Background: an optimization exercise with open tools, aiming at small area and a short achievable clock period. Do not read the settings as production practice. Only simulation tests tie the RTL to the original design; equivalence was not proved.

Design mrra_ik_solver, start of the top module:
module mrra_ik_solver (
    input       wire                        i_clk,
    input       wire                        i_reset,
    input       wire        [7  : 0]        i_coord_x,
    input       wire        [7  : 0]        i_coord_y,
    output      reg         [31 : 0]        o_q_theta_1,
    output      reg         [31 : 0]        o_q_theta_2
);
    reg  [7:0]  r_coord_x, r_coord_y;
    wire [23:0] w_t1, w_t2;
    ik_core CORE(.x(r_coord_x), .y(r_coord_y), .t1(w_t1), .t2(w_t2));
    always @(posedge i_clk) begin
        if (i_reset) begin
            r_coord_x <= 8'd0; r_coord_y <= 8'd0;
            o_q_theta_1 <= 32'd0; o_q_theta_2 <= 32'd0;
        end else begin
            r_coord_x <= i_coord_x; r_coord_y <= i_coord_y;
            o_q_theta_1 <= {{8{w_t1[23]}}, w_t1};
            o_q_theta_2 <= {8'd0, w_t2};
        end
    end
endmodule
Size in the first run: about 1800 cells after synthesis, ~14000 um^2 of cells after synthesis.
export LEC_CHECK = 0
export CAP_MARGIN = 20
export CORE_MARGIN = 2
export CORE_UTILIZATION = 40
export SLEW_MARGIN = 20
export SYNTH_MEMORY_MAX_BITS = 65536
create_clock -name core_clock -period 180.0 [get_ports {i_clk}]
standard.sh (not shown) runs the stock make flow with config.mk's settings and CLKGATE_MAP_FILE= SYNTH_SCRIPT=/design/flow/synth_recipe.tcl, a recipe that flattens the netlist after the stock synthesis.
==> flow/flow/run.sh <==
#!/bin/bash
# Layout flow: the standard flow (standard.sh) unchanged, except that synthesis maps the
# combinational logic with an area-oriented ABC script (flow/abc_map.script) instead of ORFS's
# delay-oriented one. Registers are mapped by the same dfflibmap step as in the standard flow.
set -euo pipefail
W=$(pwd)
rm -rf "$W/scripts_area"
mkdir -p "$W/scripts_area"
cp -r "$FLOW_HOME/scripts/." "$W/scripts_area/"
cp "$W/flow/abc_map.script" "$W/scripts_area/abc_speed.script"
cp "$W/flow/abc_map.script" "$W/scripts_area/abc_area.script"
SCRIPTS_DIR="$W/scripts_area" bash standard.sh synth > "$W/synth.log" 2>&1
bash standard.sh > "$W/layout.log" 2>&1
==> flow/flow/abc_map.script <==
&get -n
&st
&deepsyn -T 120
&dch -f
&nf -R 1000
&put
buffer -c
topo
stime -c
upsize -c
dnsize -c
Change:
==> flow/run.sh (new file) <==
#!/bin/bash
# synth_recipe.tcl (not shown) runs the flow's synth.tcl, then flattens the netlist and writes it again
# the make line also repeats each setting of config.mk as NAME=value (left out here)
make -C /OpenROAD-flow-scripts/flow DESIGN_CONFIG=/design/flow/config.mk WORK_HOME=/design/flow/orfs CLKGATE_MAP_FILE= SYNTH_SCRIPT=/design/flow/synth_recipe.tcl finish
removed: flow/flow/run.sh
removed: flow/flow/abc_map.script
removed: flow/standard.sh
Worst hold slack degrades by 0.096 ns.
Synthesized area goes up by 16%.
Synthesized cell count goes up by 20%.

* * *

job 101:
Another version of the RTL of mrra_ik_solver (not shown whole).
Size in the first run: roughly 82 I/O pins, roughly 0.013 sq mm of cells after synthesis.
==> flow/config.mk <==
export PLATFORM = sky130hd
export DESIGN_NAME = mrra_ik_solver
export DESIGN_NICKNAME = mrra_ik_solver
export VERILOG_FILES = /design/flow/design.v
export SDC_FILE = /design/flow/constraint.sdc
export NUM_CORES = 4
export LEC_CHECK = 0
export CAP_MARGIN = 20
export CORE_MARGIN = 2
export CORE_UTILIZATION = 40
export SLEW_MARGIN = 20
export SYNTH_MEMORY_MAX_BITS = 65536
==> flow/constraint.sdc <==
create_clock -name core_clock -period 180.0 [get_ports {i_clk}]
set_input_delay 36.0000 -clock core_clock [delete_from_list [all_inputs] [get_ports {i_clk}]]
set_output_delay 36.0000 -clock core_clock [all_outputs]
set_load 0.01 [all_outputs]
==> flow/flow/run.sh <==
#!/bin/bash
# Layout flow: the standard flow (standard.sh) unchanged, except that synthesis maps the
# combinational logic with an area-oriented ABC script (flow/abc_map.script) instead of ORFS's
# delay-oriented one. Registers are mapped by the same dfflibmap step as in the standard flow.
# Every input and output port is still buffered (buffer_ports), with the small buf_1 cell
# instead of the delay cell the resizer picks by default. Timing repair is asked for 142.5 ns of
# setup slack (the constraints are unchanged), so that it works on the paths that set the period.
set -euo pipefail
W=$(pwd)
rm -rf "$W/scripts_area"
mkdir -p "$W/scripts_area"
cp -r "$FLOW_HOME/scripts/." "$W/scripts_area/"
cp "$W/flow/abc_map.script" "$W/scripts_area/abc_speed.script"
cp "$W/flow/abc_map.script" "$W/scripts_area/abc_area.script"
SCRIPTS_DIR="$W/scripts_area" bash standard.sh synth > "$W/synth.log" 2>&1
SETUP_SLACK_MARGIN=142.5 BUFFER_PORTS_ARGS="-inputs -outputs -buffer_cell sky130_fd_sc_hd__buf_1" bash standard.sh > "$W/layout.log" 2>&1
==> flow/flow/abc_map.script <==
&get -n
&st
&deepsyn -T 120
&dch -f
&nf -R 1000
&put
buffer -c
topo
stime -c
upsize -c
dnsize -c
Job 101 ended with every stage complete and zero timing, DRC or antenna violations.
Modified inputs, job 102 compared to job 101
diff --git a/flow/flow/run.sh b/flow/flow/run.sh
--- a/flow/flow/run.sh
+++ b/flow/flow/run.sh
@@ -4,5 +4,5 @@
 # delay-oriented one. Registers are mapped by the same dfflibmap step as in the standard flow.
 # Every input and output port is still buffered (buffer_ports), with the small buf_1 cell
-# instead of the delay cell the resizer picks by default. Timing repair is asked for 142.5 ns of
+# instead of the delay cell the resizer picks by default. Timing repair is asked for 143 ns of
 # setup slack (the constraints are unchanged), so that it works on the paths that set the period.
 set -euo pipefail
@@ -14,3 +14,3 @@
 cp "$W/flow/abc_map.script" "$W/scripts_area/abc_area.script"
 SCRIPTS_DIR="$W/scripts_area" bash standard.sh synth > "$W/synth.log" 2>&1
-SETUP_SLACK_MARGIN=142.5 BUFFER_PORTS_ARGS="-inputs -outputs -buffer_cell sky130_fd_sc_hd__buf_1" bash standard.sh > "$W/layout.log" 2>&1
+SETUP_SLACK_MARGIN=143 BUFFER_PORTS_ARGS="-inputs -outputs -buffer_cell sky130_fd_sc_hd__buf_1" bash standard.sh > "$W/layout.log" 2>&1
==> flow/flow/abc_map.script <==
&get -n
&st
&deepsyn -T 120
&dch -f
&nf -R 1000
&put
topo
Findings:
Job 102 against job 101: number of cell rows shrank by 2, first-pass GRT wire length up 3.5 mm.
Looking at wire length, job 102 sits 2.1 mm above job 101.
Inputs modified between job 102 and job 103:
diff --git a/flow/flow/run.sh b/flow/flow/run.sh
--- a/flow/flow/run.sh
+++ b/flow/flow/run.sh
@@ -4,5 +4,5 @@
 # delay-oriented one. Registers are mapped by the same dfflibmap step as in the standard flow.
 # Every input and output port is still buffered (buffer_ports), with the small buf_1 cell
-# instead of the delay cell the resizer picks by default. Timing repair is asked for 143 ns of
+# instead of the delay cell the resizer picks by default. Timing repair is asked for 143.3 ns of
 # setup slack (the constraints are unchanged), so that it works on the paths that set the period.
 set -euo pipefail
@@ -14,3 +14,3 @@
 cp "$W/flow/abc_map.script" "$W/scripts_area/abc_area.script"
 SCRIPTS_DIR="$W/scripts_area" bash standard.sh synth > "$W/synth.log" 2>&1
-SETUP_SLACK_MARGIN=143 BUFFER_PORTS_ARGS="-inputs -outputs -buffer_cell sky130_fd_sc_hd__buf_1" bash standard.sh > "$W/layout.log" 2>&1
+SETUP_SLACK_MARGIN=143.3 BUFFER_PORTS_ARGS="-inputs -outputs -buffer_cell sky130_fd_sc_hd__buf_1" bash standard.sh > "$W/layout.log" 2>&1
==> flow/flow/abc_map.script <==
&get -n
&st
&deepsyn -T 300
&dch -f
&nf -R 1000
&put
topo
--- outcome ---
- Compared to job 102, job 103 has non-clock buffer count about 9% higher.
- Looking at worst slack on hold paths, job 103 sits below job 102.
- Job 103 has detailed-route wire length above what job 102 had.
- Comparing standard cell area after detailed placement for job 103 and job 102, the smaller number came from job 102.
- Going from job 102 to job 103, sequential share of layout area comparable, floorplan die width saw little to no change, total I/O pin count level.
Input-level comparison between job 104 and job 103:
diff --git a/flow/flow/run.sh b/flow/flow/run.sh
--- a/flow/flow/run.sh
+++ b/flow/flow/run.sh
@@ -4,5 +4,5 @@
 # delay-oriented one. Registers are mapped by the same dfflibmap step as in the standard flow.
 # Every input and output port is still buffered (buffer_ports), with the small buf_1 cell
-# instead of the delay cell the resizer picks by default. Timing repair is asked for 143.3 ns of
+# instead of the delay cell the resizer picks by default. Timing repair is asked for 143 ns of
 # setup slack (the constraints are unchanged), so that it works on the paths that set the period.
 set -euo pipefail
@@ -14,3 +14,3 @@
 cp "$W/flow/abc_map.script" "$W/scripts_area/abc_area.script"
 SCRIPTS_DIR="$W/scripts_area" bash standard.sh synth > "$W/synth.log" 2>&1
-SETUP_SLACK_MARGIN=143.3 BUFFER_PORTS_ARGS="-inputs -outputs -buffer_cell sky130_fd_sc_hd__buf_1" bash standard.sh > "$W/layout.log" 2>&1
+SETUP_SLACK_MARGIN=143 BUFFER_PORTS_ARGS="-inputs -outputs -buffer_cell sky130_fd_sc_hd__buf_1" bash standard.sh > "$W/layout.log" 2>&1
--- outcome ---
- No stage failed in job 104, and the final checks on the layout all came back clean.
- Via density per instance, job 104 and job 103: smaller value in job 104
- Changes observed in job 104 relative to job 103: worst setup slack shrank by 0.023 ns, number of gates given a new drive strength after cts shrank by 81, global-route usage shrank by 2.4 points.
> inputs changed (job 104 -> job 105)
==> flow/flow/abc_map.script <==
&get -n
&st
&deepsyn -T 300
&dch -f
&nf -R 1000
&put
buffer -c
topo
stime -c
upsize -c
dnsize -c
==> run notes <==
met1 track utilization from global routing in job 105 is 6.4 points lower than in job 104
Per the comparison of job 105 with job 104, met3 capacity usage during global routing grew by 0.79 points.
[job 105] worst-case headroom to the max-slew limit rose 6.5 points relative to job 104

* * *

## run A
mrra_ik_solver, a different RTL version from the one above (not shown whole).
Size: ~1700 cells after synthesis, roughly 64 flip-flops, about 82 I/O pins, about 13000 sq um of cells after synthesis.
export LEC_CHECK = 0
export CAP_MARGIN = 20
export CORE_MARGIN = 2
export CORE_UTILIZATION = 40
export SLEW_MARGIN = 20
export SYNTH_MEMORY_MAX_BITS = 65536
create_clock -name core_clock -period 180.0 [get_ports {i_clk}]
==> flow/flow/run.sh <==
#!/bin/bash
# Layout flow: the standard flow (standard.sh) unchanged, except that synthesis maps the
# combinational logic with an area-oriented ABC script (flow/abc_map.script) instead of ORFS's
# delay-oriented one. Registers are mapped by the same dfflibmap step as in the standard flow.
set -euo pipefail
W=$(pwd)
rm -rf "$W/scripts_area"
mkdir -p "$W/scripts_area"
cp -r "$FLOW_HOME/scripts/." "$W/scripts_area/"
cp "$W/flow/abc_map.script" "$W/scripts_area/abc_speed.script"
cp "$W/flow/abc_map.script" "$W/scripts_area/abc_area.script"
SCRIPTS_DIR="$W/scripts_area" bash standard.sh synth > "$W/synth.log" 2>&1
bash standard.sh > "$W/layout.log" 2>&1
==> flow/flow/abc_map.script <==
&get -n
&st
&deepsyn -T 300
&dch -f
&nf -R 1000
&put
buffer -c
topo
stime -c
upsize -c
dnsize -c
Run A: flow completed, timing, DRC and antenna clean
### run A -> run B
-- flow/flow/run.sh --
<<< run A, line 4
# delay-oriented one. Registers are mapped by the same dfflibmap step as in the standard flow.
set -euo pipefail
>>> run B, line 4
# delay-oriented one. Registers are mapped by the same dfflibmap step as in the standard flow.
# Every input and output port is still buffered (buffer_ports), with the small buf_1 cell
# instead of the delay cell the resizer picks by default. Timing repair is asked for 142.5 ns of
# setup slack (the constraints are unchanged), so that it works on the paths that set the period.
set -euo pipefail
<<< run A, line 12
SCRIPTS_DIR="$W/scripts_area" bash standard.sh synth > "$W/synth.log" 2>&1
bash standard.sh > "$W/layout.log" 2>&1
>>> run B, line 15
SCRIPTS_DIR="$W/scripts_area" bash standard.sh synth > "$W/synth.log" 2>&1
SETUP_SLACK_MARGIN=142.5 BUFFER_PORTS_ARGS="-inputs -outputs -buffer_cell sky130_fd_sc_hd__buf_1" bash standard.sh > "$W/layout.log" 2>&1
-- flow/flow/abc_map.script --
<<< run A, line 2
&st
&deepsyn -T 300
&dch -f
>>> run B, line 2
&st
&deepsyn -T 120
&dch -f
Findings:
Result for run B and run A: all clean. The lower post-synthesis cell area came out of run A. Run B vs run A — total number of cells along the worst setup path dropped 127. Between run A and run B, the number of nets in the finished design does not differ in any meaningful way. Area of all placed cells without fillers is higher on run A. | starting density of the core | run B vs run A | ≈ equal |. Diff run A -> run B: number of cells traversed by the worst hold path shows no meaningful change.
Inputs modified between run B and run C:
==> flow/flow/run.sh <==
#!/bin/bash
# Layout flow: the standard flow (standard.sh) unchanged, except that synthesis maps the
# combinational logic with an area-oriented ABC script (flow/abc_map.script) instead of ORFS's
# delay-oriented one. Registers are mapped by the same dfflibmap step as in the standard flow.
set -euo pipefail
W=$(pwd)
rm -rf "$W/scripts_area"
mkdir -p "$W/scripts_area"
cp -r "$FLOW_HOME/scripts/." "$W/scripts_area/"
cp "$W/flow/abc_map.script" "$W/scripts_area/abc_speed.script"
cp "$W/flow/abc_map.script" "$W/scripts_area/abc_area.script"
SCRIPTS_DIR="$W/scripts_area" bash standard.sh synth > "$W/synth.log" 2>&1
bash standard.sh > "$W/layout.log" 2>&1
==> comparison <==
Across both runs, all-layer global routing usage was higher for run C than for run B.
For die footprint, run C and run B come out practically identical.
Diff run B -> run C | number of stages on the worst hold path | increase of 1
| critical path depth | lower: run B |
Run B and run C ended up with roughly the same effective utilization at floorplan.
When run C is set beside run B, its final area turns out to be about 2.5% larger.
Summary — utilization, run C relative to run B: higher, by 1.1 points.
Looking at pre-CTS worst setup slack, run C sits 0.19 ns lower than run B does.
Setup slack in run C is smaller than in run B.

[static timing again, ports no longer ideal]
The flow's constraints put no driver on any port. The routed layouts listed below were extracted and timed again, unchanged, in two steps. Step 1 (the two cells are an assumption about what drives the block):
set clk [get_ports {i_clk}]
set_driving_cell -lib_cell sky130_fd_sc_hd__clkbuf_16 $clk
set_driving_cell -lib_cell sky130_fd_sc_hd__buf_2 [delete_from_list [all_inputs] $clk]
Step 2, shift: input delay + t, output delay - t, t = (earliest + latest rising clock arrival at the registers) / 2. This alone moves slack from input paths to output paths. a / b / c = ideal / step 1 / step 2; a / b = the first two.
| run | shift t [ns] | setup WS [ns] | worst setup path at the end | worst register clock-pin slew, ns |
|---|---|---|---|---|
| the first run of note 1 | 0.395 | 141.865 / 141.865 / 141.865 | register to register | 0.07 / 0.07 |
| the second run of note 1 | 0.368 | 142.400 / 142.400 / 142.400 | register to register | 0.06 / 0.06 |
| job 101 | 0.395 | 142.956 / 142.908 / 143.026 | input to register | 0.06 / 0.06 |
| job 102 | 0.388 | 143.104 / 143.061 / 142.997 | input to register | 0.06 / 0.06 |
| job 103 | 0.387 | 143.148 / 143.104 / 143.169 | input to register | 0.06 / 0.06 |
| job 104 | 0.372 | 143.125 / 143.082 / 143.007 | input to register | 0.07 / 0.07 |
| job 105 | 0.384 | 143.115 / 143.071 / 143.027 | input to register | 0.06 / 0.06 |
| run A | 0.392 | 141.114 / 141.114 / 141.114 | register to register | 0.06 / 0.06 |
| run B | 0.367 | 143.058 / 143.014 / 143.019 | input to register | 0.05 / 0.05 |
| run C | 0.384 | 141.342 / 141.342 / 141.342 | register to register | 0.06 / 0.06 |
After both steps setup and hold are still met in every run listed. For job 104, which loses most, drivers alone change the setup slack by -0.043 ns; drivers and shift together by -0.118 ns.
